What follows belongs to an exercise in optimizing a design on an open flow for small area, a short achievable clock period and few clock cycles per item; a production flow would make more cautious choices. The RTL was checked by simulation tests, not by an equivalence proof against the original design. No activity file was given, so power comes from the tool's default toggle rates.

Setup of job 724:
Design sha1_block, start of the top module:
module sha1_block (
    input wire clk,
    input wire rst,
    input wire start,
    input wire [159:0] context_in,
    input wire [511:0] block,
    output wire done,
    output wire [159:0] context_out);
Size: ~3,100 cells after synthesis, ~730 flip-flops, roughly 30,000 um^2 of cells after synthesis.
clock: 6.0 ns
lec_check: 0
cap_margin: 20
core_margin: 2
core_utilization: 50
place_density: 0.65
setup_slack_margin: 2.9
slew_margin: 20
standard.sh (not shown) runs the stock make flow with config.mk's settings and CLKGATE_MAP_FILE= SYNTH_SCRIPT=/design/flow/synth_recipe.tcl, a recipe that flattens the netlist after the stock synthesis.
==> flow/flow/run.sh <==
#!/bin/bash
# The standard ORFS layout (standard.sh), except that the buffers ORFS puts on
# every input and output port are the smallest buffer cell instead of the
# resizer's default choice.
set -euo pipefail
bash standard.sh BUFFER_PORTS_ARGS="-buffer_cell sky130_fd_sc_hd__buf_1" finish > flow_make.log 2>&1
Testbench counts of job 724, summed over its fixed seeds: cycles 43,520, blocks 512.
The inputs of job 7293 differ from those of job 724 as listed below.
--- a/flow/config.mk
+++ b/flow/config.mk
@@ -10,3 +10,5 @@
-export CORE_UTILIZATION = 50
-export PLACE_DENSITY = 0.65
-export SETUP_SLACK_MARGIN = 2.9
+export CORE_UTILIZATION = 55
+export CTS_CLUSTER_DIAMETER = 80
+export CTS_CLUSTER_SIZE = 30
+export PLACE_DENSITY = 0.7
+export SETUP_SLACK_MARGIN = 2.6
Results
Per the final summary, job 7293 finished and its layout is clean on timing, DRC and antenna. Looking at worst setup path endpoint, the s[28] result is from job 7293; the pw[28] one comes from job 724. Looking at post-layout instance area, job 7293 sits about 7% lower than job 724 does. Job 7293 against job 724: share of cells above drive strength 1 dropped 5.3 points, worst setup slack dropped 0.15 ns, maximum frequency dropped about 4%. The run showing the smaller largest net degree at the start of global routing is job 724. Compared with job 724, job 7293 shows portion of the clock cycle consumed by the worst path in the final layout higher by 2.5 points. Area inside the core boundary was lower in the run labelled job 7293.
Edits applied to the flow inputs when going from job 7293 to job 5379:
--- a/flow/config.mk
+++ b/flow/config.mk
@@ -10,5 +10,3 @@
-export CORE_UTILIZATION = 55
-export CTS_CLUSTER_DIAMETER = 80
-export CTS_CLUSTER_SIZE = 30
-export PLACE_DENSITY = 0.7
-export SETUP_SLACK_MARGIN = 2.6
+export CORE_UTILIZATION = 50
+export PLACE_DENSITY = 0.65
+export SETUP_SLACK_MARGIN = 2.3
Results
Comparing job 7293 and job 5379, the lower routed wire length is on job 5379. The lower number of nets in the layout came out of job 5379. Job 7293 has a higher routing usage on met1 than job 5379. Of job 7293 and job 5379, the lower post-layout total power belongs to job 7293. Final non-filler cell area went up slightly going from job 7293 to job 5379. Job 5379 ends up with higher layout filler cell count than job 7293 does. Detailed-route wire length per cell, job 5379 vs job 7293: down by a little under 10%. Side by side, ratio of final minimum period to clock period turned out higher in job 5379 than in job 7293. Job 7293 has higher ratio of cells with drive above 1 in the final layout than job 5379.
Modified inputs, job 6655 compared to job 5379
--- a/flow/config.mk
+++ b/flow/config.mk
@@ -7,0 +8 @@
+export ABC_AREA = 1
@@ -10,0 +12,2 @@
+export CTS_CLUSTER_DIAMETER = 80
+export CTS_CLUSTER_SIZE = 30
@@ -12 +15 @@
-export SETUP_SLACK_MARGIN = 2.3
+export SETUP_SLACK_MARGIN = 2.6
Findings:
In the final reports, the cell area of job 6655 is larger than that of job 5379. Total number of multi-input combinational cells: job 6655 vs job 5379 up 1,105. Relative to job 5379, job 6655 improves worst setup slack. In job 6655 the number of iterations in the first detailed-routing pass turned out 2 higher than in job 5379.

========
## job 5521
Starting RTL as in the previous note.
Settings: LEC_CHECK=0, CAP_MARGIN=20, CORE_MARGIN=2, CORE_UTILIZATION=50, CTS_CLUSTER_DIAMETER=80, CTS_CLUSTER_SIZE=30, PLACE_DENSITY=0.65, SETUP_SLACK_MARGIN=2.75, SLEW_MARGIN=20; clock period 6.0 ns.
Scripts as last shown in full above: flow/flow/run.sh
Job 5521 finished every step from synthesis to the final layout, and the layout passed the timing, design-rule and antenna checks.
Testbench counts of job 5521, summed over its fixed seeds: cycles 43,520, blocks 512.
Setup changes, job 5521 to job 7919
- CTS_CLUSTER_DIAMETER removed (was 80)
- SETUP_SLACK_MARGIN changed from 2.75 to 2.6
- CTS_CLUSTER_SIZE removed (was 30)
Results
- Compared to job 5521, job 7919 has cell area after layout 1.7% higher.
- | achievable clock frequency | job 7919 vs job 5521 | ≈ equal |
- Job 7919 and job 5521 ended up with roughly the same count of antenna-violating nets left after detailed routing.
- Job 7919 vs. job 5521: worst slew slack as a fraction of its limit did not really move; register cell area after layout roughly the same; internal power component climbed 1.3 mW; setup slack after placement now sits higher.
- | multi-input combinational cell count | job 7919 vs job 5521 | ≈ equal |
- Looking at via count of the routed design across both flows, job 7919 is the weaker of the two, with job 5521 ahead.
- Non-clock buffer count, job 7919 and job 5521, lower one = job 7919.
### job 7919 -> job 5054
- an added CTS_CLUSTER_SIZE of 30
- an added CTS_CLUSTER_DIAMETER of 80
Notes after the runs:
Job 5054 -> job 7919: total buffers and inverters traversed by the critical path delta 0, exact match
Job 5054 completed every stage of the flow, and the final layout passed the timing, design-rule and antenna checks.
Clock buffer count from CTS was higher in job 7919 than in job 5054.
The cell with the largest stage delay on the worst path comes out dfxtp_1 in one run and dfxtp_2 in the other, namely in job 7919 and job 5054 respectively.
Job 5054 gives more CTS clock-pin slew for the worst setup and hold paths than job 7919 did.
Relative to job 5054, the following input files were edited for job 9273:
- clearing CTS_CLUSTER_DIAMETER, which used to be 80
- clearing CTS_CLUSTER_SIZE, which used to be 30
- swapping 2.6 for 1.9 in SETUP_SLACK_MARGIN
Notes after the runs:
- On job 9273: post-route fraction of the period consumed by the critical path is 7.9 points higher than what job 5054 gave.
- On power in sequential cells, job 5054 tracks job 9273 almost exactly.
- Compared with job 5054, job 9273 shows a higher shortest clock period the worst path allows after layout.
- Delta (job 9273 minus job 5054): clock buffer count in the final layout now sits higher, per-cell via count in the routed design now sits lower.
- Job 5054 and job 9273 ended up with nearly the same routed wire length.
- Fraction of layout instances using a drive strength above 1: job 9273 < job 5054
- Job 9273: insertion delay of the later-clocked pin in the worst-skew pair higher than job 5054
- On total number of vias, job 5054 loses to job 9273.
- Post-route worst hold slack on job 9273 is behind job 5054.

separate check: timing with driven ports:
The flow's constraints put no driver on any port. The routed layouts listed below were extracted and timed again, unchanged, in two steps.
Step 1 assumes that a clkbuf_16 drives the clock port and a buf_2 every other input.
Step 2 adds t to the input delays and takes it off the output delays; t is the mean of the earliest and latest rising clock arrival at the registers after step 1. Input paths then give back, and output paths get back, about the clock's delay inside the block.
Three values: ideal ports, drivers, drivers and shift; two values: the first two.
run | shift t [ns] | slack for setup (ns) | worst setup path after step 2 | latest minus earliest clock arrival (ns) | slew at the worst register clock pin (ns)
job 724 | 0.693 | 2.652 / 2.652 / 2.652 | register to register | 0.029 / 0.029 | 0.07 / 0.07
job 7293 | 0.657 | 2.505 / 2.505 / 2.505 | register to register | 0.022 / 0.021 | 0.11 / 0.11
job 5379 | 0.678 | 2.396 / 2.396 / 2.396 | register to register | 0.043 / 0.043 | 0.07 / 0.07
job 6655 | 0.688 | 2.602 / 2.602 / 2.602 | register to register | 0.044 / 0.045 | 0.11 / 0.11
job 5521 | 0.659 | 2.599 / 2.599 / 2.599 | register to register | 0.036 / 0.036 | 0.11 / 0.11
job 7919 | 0.677 | 2.608 / 2.608 / 2.608 | register to register | 0.031 / 0.031 | 0.07 / 0.07
job 5054 | 0.666 | 2.592 / 2.592 / 2.592 | register to register | 0.022 / 0.022 | 0.11 / 0.11
job 9273 | 0.679 | 2.119 / 2.119 / 2.119 | register to register | 0.043 / 0.043 | 0.07 / 0.07
After both steps every run listed still meets setup and hold.
